From an optimization exercise on the open Yosys and OpenROAD flow, aimed at small area and a short achievable clock period; shortcuts taken in it are not production practice. At most, simulation tests tie the RTL to the original design; equivalence was not proved. Power figures rest on the tool's default switching activity, not on a simulated workload.

== the reference run ==
==> flow/design.v <==
`timescale 1ns / 1ps
module Parameterized_ALU#(parameter N = 16)(
    input clk,
    input [N-1:0] A,
    input [N-1:0] B,
    input [3:0] ALU_Func,
    output reg [N-1:0] ALU_out,
    output reg Carry,
    output  Arith,
    output  Shift,
    output  CMP,
    output  Logic
    );
    wire sub = ALU_Func[0] | ALU_Func[3];
    wire [15:0] bx = B ^ {16{sub}};
    wire [16:0] c;
    wire [15:0] s;
    assign c[0] = sub;
    genvar i;
    generate for (i = 0; i < 16; i = i + 1) begin : add
      assign s[i] = A[i] ^ bx[i] ^ c[i];
      assign c[i+1] = (A[i] & bx[i]) | (c[i] & (A[i] ^ bx[i]));
    end endgenerate
    wire lt = ~c[16];             
    wire eq = ~|(A ^ B);
    wire gt = ~lt & ~eq;
    wire [15:0] md;
    alu_muldiv u_md(.A(A), .B(B), .div(ALU_Func[0]), .Y(md));
    always @(posedge clk) begin
        Carry <= 1'b0;
        case (ALU_Func)
            4'b0000: {Carry, ALU_out} <= {c[16], s};
            4'b0001: {Carry, ALU_out} <= {lt, s};
            4'b0010: ALU_out <= md;
            4'b0011: ALU_out <= md;
            4'b0100: ALU_out <= A & B;
            4'b0101: ALU_out <= A | B;
            4'b0110: ALU_out <= ~(A & B);
            4'b0111: ALU_out <= ~(A | B);
            4'b1000: ALU_out <= A ^ B;
            4'b1001: ALU_out <= ~(A ^ B);
            4'b1010: ALU_out <= {15'b0, eq};
            4'b1011: ALU_out <= {14'b0, gt, 1'b0};
            4'b1100: ALU_out <= {14'b0, lt, lt};
            4'b1101: ALU_out <= {1'b0, A[15:1]};
            4'b1110: ALU_out <= {A[14:0], 1'b0};
            default: ALU_out <= 16'b0;
        endcase
    end
    assign Arith = (ALU_Func[3:2] == 2'b00);
    assign Logic = (ALU_Func[3:2] == 2'b01) || (ALU_Func == 4'b1000) || (ALU_Func == 4'b1001);
    assign CMP   = (ALU_Func == 4'b1010) || (ALU_Func == 4'b1011) || (ALU_Func == 4'b1100);
    assign Shift = (ALU_Func == 4'b1101) || (ALU_Func == 4'b1110);
endmodule
module alu_muldiv(input [15:0] A, input [15:0] B, input div, output [15:0] Y);
  wire [15:0] y = ~B;
  wire [15:0] q;
  wire [16:0] hiz;
  assign hiz[16] = 1'b1;
  genvar w;
  generate for (w = 15; w >= 1; w = w - 1) begin : hz
    assign hiz[w] = hiz[w+1] & ~B[w];
  end endgenerate
  wire [0:0] s1_t, s1_r;
  wire [1:0] s1_c;
  assign s1_c[0] = 1'b1;
  assign s1_t = A[15] | ~div;
  generate for (w = 0; w < 1; w = w + 1) begin : c1
    assign s1_c[w+1] = (s1_t[w] & y[w]) | ((s1_t[w] | y[w]) & s1_c[w]);
  end endgenerate
  assign q[15] = hiz[1] & s1_c[1];
  wire ctl1 = div ? q[15] : A[15];
  assign s1_r = s1_t ^ ({1{ctl1}} & (y[0:0] ^ s1_c[0:0]));
  wire [1:0] s2_t, s2_r;
  wire [2:0] s2_c;
  assign s2_c[0] = 1'b1;
  assign s2_t = {s1_r, A[14] | ~div};
  generate for (w = 0; w < 2; w = w + 1) begin : c2
    assign s2_c[w+1] = (s2_t[w] & y[w]) | ((s2_t[w] | y[w]) & s2_c[w]);
  end endgenerate
  assign q[14] = hiz[2] & s2_c[2];
  wire ctl2 = div ? q[14] : A[14];
  assign s2_r = s2_t ^ ({2{ctl2}} & (y[1:0] ^ s2_c[1:0]));
  wire [2:0] s3_t, s3_r;
  wire [3:0] s3_c;
  assign s3_c[0] = 1'b1;
  assign s3_t = {s2_r, A[13] | ~div};
  generate for (w = 0; w < 3; w = w + 1) begin : c3
    assign s3_c[w+1] = (s3_t[w] & y[w]) | ((s3_t[w] | y[w]) & s3_c[w]);
  end endgenerate
  assign q[13] = hiz[3] & s3_c[3];
  wire ctl3 = div ? q[13] : A[13];
  assign s3_r = s3_t ^ ({3{ctl3}} & (y[2:0] ^ s3_c[2:0]));
  wire [3:0] s4_t, s4_r;
  wire [4:0] s4_c;
  assign s4_c[0] = 1'b1;
  assign s4_t = {s3_r, A[12] | ~div};
  generate for (w = 0; w < 4; w = w + 1) begin : c4
    assign s4_c[w+1] = (s4_t[w] & y[w]) | ((s4_t[w] | y[w]) & s4_c[w]);
  end endgenerate
  assign q[12] = hiz[4] & s4_c[4];
  wire ctl4 = div ? q[12] : A[12];
  assign s4_r = s4_t ^ ({4{ctl4}} & (y[3:0] ^ s4_c[3:0]));
  wire [4:0] s5_t, s5_r;
  wire [5:0] s5_c;
  assign s5_c[0] = 1'b1;
  assign s5_t = {s4_r, A[11] | ~div};
  generate for (w = 0; w < 5; w = w + 1) begin : c5
    assign s5_c[w+1] = (s5_t[w] & y[w]) | ((s5_t[w] | y[w]) & s5_c[w]);
  end endgenerate
  assign q[11] = hiz[5] & s5_c[5];
  wire ctl5 = div ? q[11] : A[11];
  assign s5_r = s5_t ^ ({5{ctl5}} & (y[4:0] ^ s5_c[4:0]));
  wire [5:0] s6_t, s6_r;
  wire [6:0] s6_c;
  assign s6_c[0] = 1'b1;
  assign s6_t = {s5_r, A[10] | ~div};
  generate for (w = 0; w < 6; w = w + 1) begin : c6
    assign s6_c[w+1] = (s6_t[w] & y[w]) | ((s6_t[w] | y[w]) & s6_c[w]);
  end endgenerate
  assign q[10] = hiz[6] & s6_c[6];
  wire ctl6 = div ? q[10] : A[10];
  assign s6_r = s6_t ^ ({6{ctl6}} & (y[5:0] ^ s6_c[5:0]));
  wire [6:0] s7_t, s7_r;
  wire [7:0] s7_c;
  assign s7_c[0] = 1'b1;
  assign s7_t = {s6_r, A[9] | ~div};
  generate for (w = 0; w < 7; w = w + 1) begin : c7
    assign s7_c[w+1] = (s7_t[w] & y[w]) | ((s7_t[w] | y[w]) & s7_c[w]);
  end endgenerate
  assign q[9] = hiz[7] & s7_c[7];
  wire ctl7 = div ? q[9] : A[9];
  assign s7_r = s7_t ^ ({7{ctl7}} & (y[6:0] ^ s7_c[6:0]));
  wire [7:0] s8_t, s8_r;
  wire [8:0] s8_c;
  assign s8_c[0] = 1'b1;
  assign s8_t = {s7_r, A[8] | ~div};
  generate for (w = 0; w < 8; w = w + 1) begin : c8
    assign s8_c[w+1] = (s8_t[w] & y[w]) | ((s8_t[w] | y[w]) & s8_c[w]);
  end endgenerate
  assign q[8] = hiz[8] & s8_c[8];
  wire ctl8 = div ? q[8] : A[8];
  assign s8_r = s8_t ^ ({8{ctl8}} & (y[7:0] ^ s8_c[7:0]));
  wire [8:0] s9_t, s9_r;
  wire [9:0] s9_c;
  assign s9_c[0] = 1'b1;
  assign s9_t = {s8_r, A[7] | ~div};
  generate for (w = 0; w < 9; w = w + 1) begin : c9
    assign s9_c[w+1] = (s9_t[w] & y[w]) | ((s9_t[w] | y[w]) & s9_c[w]);
  end endgenerate
  assign q[7] = hiz[9] & s9_c[9];
  wire ctl9 = div ? q[7] : A[7];
  assign s9_r = s9_t ^ ({9{ctl9}} & (y[8:0] ^ s9_c[8:0]));
  wire [9:0] s10_t, s10_r;
  wire [10:0] s10_c;
  assign s10_c[0] = 1'b1;
  assign s10_t = {s9_r, A[6] | ~div};
  generate for (w = 0; w < 10; w = w + 1) begin : c10
    assign s10_c[w+1] = (s10_t[w] & y[w]) | ((s10_t[w] | y[w]) & s10_c[w]);
  end endgenerate
  assign q[6] = hiz[10] & s10_c[10];
  wire ctl10 = div ? q[6] : A[6];
  assign s10_r = s10_t ^ ({10{ctl10}} & (y[9:0] ^ s10_c[9:0]));
  wire [10:0] s11_t, s11_r;
  wire [11:0] s11_c;
  assign s11_c[0] = 1'b1;
  assign s11_t = {s10_r, A[5] | ~div};
  generate for (w = 0; w < 11; w = w + 1) begin : c11
    assign s11_c[w+1] = (s11_t[w] & y[w]) | ((s11_t[w] | y[w]) & s11_c[w]);
  end endgenerate
  assign q[5] = hiz[11] & s11_c[11];
  wire ctl11 = div ? q[5] : A[5];
  assign s11_r = s11_t ^ ({11{ctl11}} & (y[10:0] ^ s11_c[10:0]));
  wire [11:0] s12_t, s12_r;
  wire [12:0] s12_c;
  assign s12_c[0] = 1'b1;
  assign s12_t = {s11_r, A[4] | ~div};
  generate for (w = 0; w < 12; w = w + 1) begin : c12
    assign s12_c[w+1] = (s12_t[w] & y[w]) | ((s12_t[w] | y[w]) & s12_c[w]);
  end endgenerate
  assign q[4] = hiz[12] & s12_c[12];
  wire ctl12 = div ? q[4] : A[4];
  assign s12_r = s12_t ^ ({12{ctl12}} & (y[11:0] ^ s12_c[11:0]));
  wire [12:0] s13_t, s13_r;
  wire [13:0] s13_c;
  assign s13_c[0] = 1'b1;
  assign s13_t = {s12_r, A[3] | ~div};
  generate for (w = 0; w < 13; w = w + 1) begin : c13
    assign s13_c[w+1] = (s13_t[w] & y[w]) | ((s13_t[w] | y[w]) & s13_c[w]);
  end endgenerate
  assign q[3] = hiz[13] & s13_c[13];
  wire ctl13 = div ? q[3] : A[3];
  assign s13_r = s13_t ^ ({13{ctl13}} & (y[12:0] ^ s13_c[12:0]));
  wire [13:0] s14_t, s14_r;
  wire [14:0] s14_c;
  assign s14_c[0] = 1'b1;
  assign s14_t = {s13_r, A[2] | ~div};
  generate for (w = 0; w < 14; w = w + 1) begin : c14
    assign s14_c[w+1] = (s14_t[w] & y[w]) | ((s14_t[w] | y[w]) & s14_c[w]);
  end endgenerate
  assign q[2] = hiz[14] & s14_c[14];
  wire ctl14 = div ? q[2] : A[2];
  assign s14_r = s14_t ^ ({14{ctl14}} & (y[13:0] ^ s14_c[13:0]));
  wire [14:0] s15_t, s15_r;
  wire [15:0] s15_c;
  assign s15_c[0] = 1'b1;
  assign s15_t = {s14_r, A[1] | ~div};
  generate for (w = 0; w < 15; w = w + 1) begin : c15
    assign s15_c[w+1] = (s15_t[w] & y[w]) | ((s15_t[w] | y[w]) & s15_c[w]);
  end endgenerate
  assign q[1] = hiz[15] & s15_c[15];
  wire ctl15 = div ? q[1] : A[1];
  assign s15_r = s15_t ^ ({15{ctl15}} & (y[14:0] ^ s15_c[14:0]));
  wire [15:0] s16_t, s16_r;
  wire [16:0] s16_c;
  assign s16_c[0] = 1'b1;
  assign s16_t = {s15_r, A[0] | ~div};
  generate for (w = 0; w < 16; w = w + 1) begin : c16
    assign s16_c[w+1] = (s16_t[w] & y[w]) | ((s16_t[w] | y[w]) & s16_c[w]);
  end endgenerate
  assign q[0] = hiz[16] & s16_c[16];
  wire ctl16 = div ? q[0] : A[0];
  assign s16_r = s16_t ^ ({16{ctl16}} & (y[15:0] ^ s16_c[15:0]));
  assign Y = div ? q : ~s16_r;
endmodule
clock: 35.0 ns
lec_check: 0
abc_area: 1
cap_margin: 20
core_margin: 2
core_utilization: 40
slew_margin: 20
run.sh (not shown) runs the stock make flow with config.mk's settings and CLKGATE_MAP_FILE= SYNTH_SCRIPT=/design/flow/synth_recipe.tcl, a recipe that flattens the netlist after the stock synthesis.
### the reference run -> the trial run
-- flow/design.v --
<<< the reference run, line 12
    output  Logic
    );
    wire sub = ALU_Func[0] | ALU_Func[3];
    wire [15:0] bx = B ^ {16{sub}};
    wire [16:0] c;
    wire [15:0] s;
    assign c[0] = sub;
    genvar i;
    generate for (i = 0; i < 16; i = i + 1) begin : add
      assign s[i] = A[i] ^ bx[i] ^ c[i];
      assign c[i+1] = (A[i] & bx[i]) | (c[i] & (A[i] ^ bx[i]));
    end endgenerate
    wire lt = ~c[16];             
    wire eq = ~|(A ^ B);
    wire gt = ~lt & ~eq;
    wire [15:0] md;
    alu_muldiv u_md(.A(A), .B(B), .div(ALU_Func[0]), .Y(md));
    always @(posedge clk) begin
        Carry <= 1'b0;
        case (ALU_Func)
            4'b0000: {Carry, ALU_out} <= {c[16], s};
            4'b0001: {Carry, ALU_out} <= {lt, s};
            4'b0010: ALU_out <= md;
            4'b0011: ALU_out <= md;
            4'b0100: ALU_out <= A & B;
            4'b0101: ALU_out <= A | B;
>>> the trial run, line 12
    output  Logic
    );
    wire div  = ALU_Func[0];
    wire arr  = (ALU_Func[3:1] == 3'b001);
    wire addm = (ALU_Func == 4'b0000);
    wire [15:0] q, r;
    wire c;
    alu_muldiv u_md(.A(A), .B(B), .div(div), .arr(arr), .addm(addm), .Q(q), .R(r), .C(c));
    wire lt = ~c;
    wire eq = ~|(A ^ B);
    wire gt = ~lt & ~eq;
    always @(posedge clk) begin
        Carry <= 1'b0;
        case (ALU_Func)
            4'b0000: {Carry, ALU_out} <= {~c, ~r};
            4'b0001: {Carry, ALU_out} <= {~c, r};
            4'b0010: ALU_out <= ~r;
            4'b0011: ALU_out <= q;
            4'b0100: ALU_out <= A & B;
            4'b0101: ALU_out <= A | B;
<<< the reference run, line 53
    assign Shift = (ALU_Func == 4'b1101) || (ALU_Func == 4'b1110);
endmodule
module alu_muldiv(input [15:0] A, input [15:0] B, input div, output [15:0] Y);
  wire [15:0] y = ~B;
  wire [15:0] q;
>>> the trial run, line 47
    assign Shift = (ALU_Func == 4'b1101) || (ALU_Func == 4'b1110);
endmodule
module alu_muldiv(input [15:0] A, input [15:0] B, input div, input arr, input addm, output [15:0] Q, output [15:0] R, output C);
  wire [15:0] y = ~B;
  wire [15:0] q;
<<< the reference run, line 215
  wire [16:0] s16_c;
  assign s16_c[0] = 1'b1;
  assign s16_t = {s15_r, A[0] | ~div};
  generate for (w = 0; w < 16; w = w + 1) begin : c16
    assign s16_c[w+1] = (s16_t[w] & y[w]) | ((s16_t[w] | y[w]) & s16_c[w]);
  end endgenerate
  assign q[0] = hiz[16] & s16_c[16];
  wire ctl16 = div ? q[0] : A[0];
  assign s16_r = s16_t ^ ({16{ctl16}} & (y[15:0] ^ s16_c[15:0]));
  assign Y = div ? q : ~s16_r;
endmodule
>>> the trial run, line 209
  wire [16:0] s16_c;
  assign s16_c[0] = 1'b1;
  assign s16_t = arr ? {s15_r, A[0] | ~div} : (A ^ {16{addm}});
  generate for (w = 0; w < 16; w = w + 1) begin : c16
    assign s16_c[w+1] = (s16_t[w] & y[w]) | ((s16_t[w] | y[w]) & s16_c[w]);
  end endgenerate
  assign q[0] = hiz[16] & s16_c[16];
  wire ctl16 = (div & arr) ? q[0] : (A[0] | ~arr);
  assign s16_r = s16_t ^ ({16{ctl16}} & (y[15:0] ^ s16_c[15:0]));
  assign Q = q;
  assign R = s16_r;
  assign C = s16_c[16];
endmodule
### Flow results
- No stage failed in the trial run, and the final checks on the layout all came back clean.
- [compare] base=the reference run new=the trial run: share of post-route cells with drive strength above 1 saw an increase, clock period minus final worst setup slack saw an increase, multiplexer share of the synthesized area saw little to no change, total number of tap cells saw an increase, worst slew slack as a fraction of its limit saw an increase.
- Delta (the trial run minus the reference run): sequential share of layout area now sits at about the same level; leakage power summed over all cells now sits at about the same level.
- Going from the reference run to the trial run, fraction of power consumed by combinational cells fell by 1.7 points; post-route cell area increased by about 2.4% relative to the old numbers; core footprint rose 7.0%.
- The trial run against the reference run: diode insertion count for antenna repair closely matched the old numbers, part of the total power dissipated in the clock network increased by 0.8 points relative to the old numbers, via count increased by 8.1% relative to the old numbers.
No functional check of the RTL was part of the trial run.

-- re-timing with driven ports --
The flow's constraints put no driver on any port. The routed layouts listed below were extracted and timed again, unchanged, in two steps. Step 1 (the two cells are an assumption about what drives the block):
set clk [get_ports {clk}]
set_driving_cell -lib_cell sky130_fd_sc_hd__clkbuf_16 $clk
set_driving_cell -lib_cell sky130_fd_sc_hd__buf_2 [delete_from_list [all_inputs] $clk]
Step 2 times the ports against the registers' clock, not the clock port: input delays grow and output delays shrink by t, the midpoint of the rising clock arrivals with the driver on. Slacks: ideal / step 1 / step 2; pairs: ideal / step 1.
run	shift t [ns]	slack for setup (ns)	hold WS [ns]	cell pins on the clock port's net
the reference run	0.291	6.605 / 6.619 / 6.328	7.609 / 7.596 / 7.755	1
the trial run	0.282	5.093 / 5.104 / 4.822	7.555 / 7.538 / 7.748	1
After both steps setup and hold are still met in every run listed. For the reference run, which loses most, drivers alone change the setup slack by +0.014 ns; drivers and shift together by -0.277 ns.
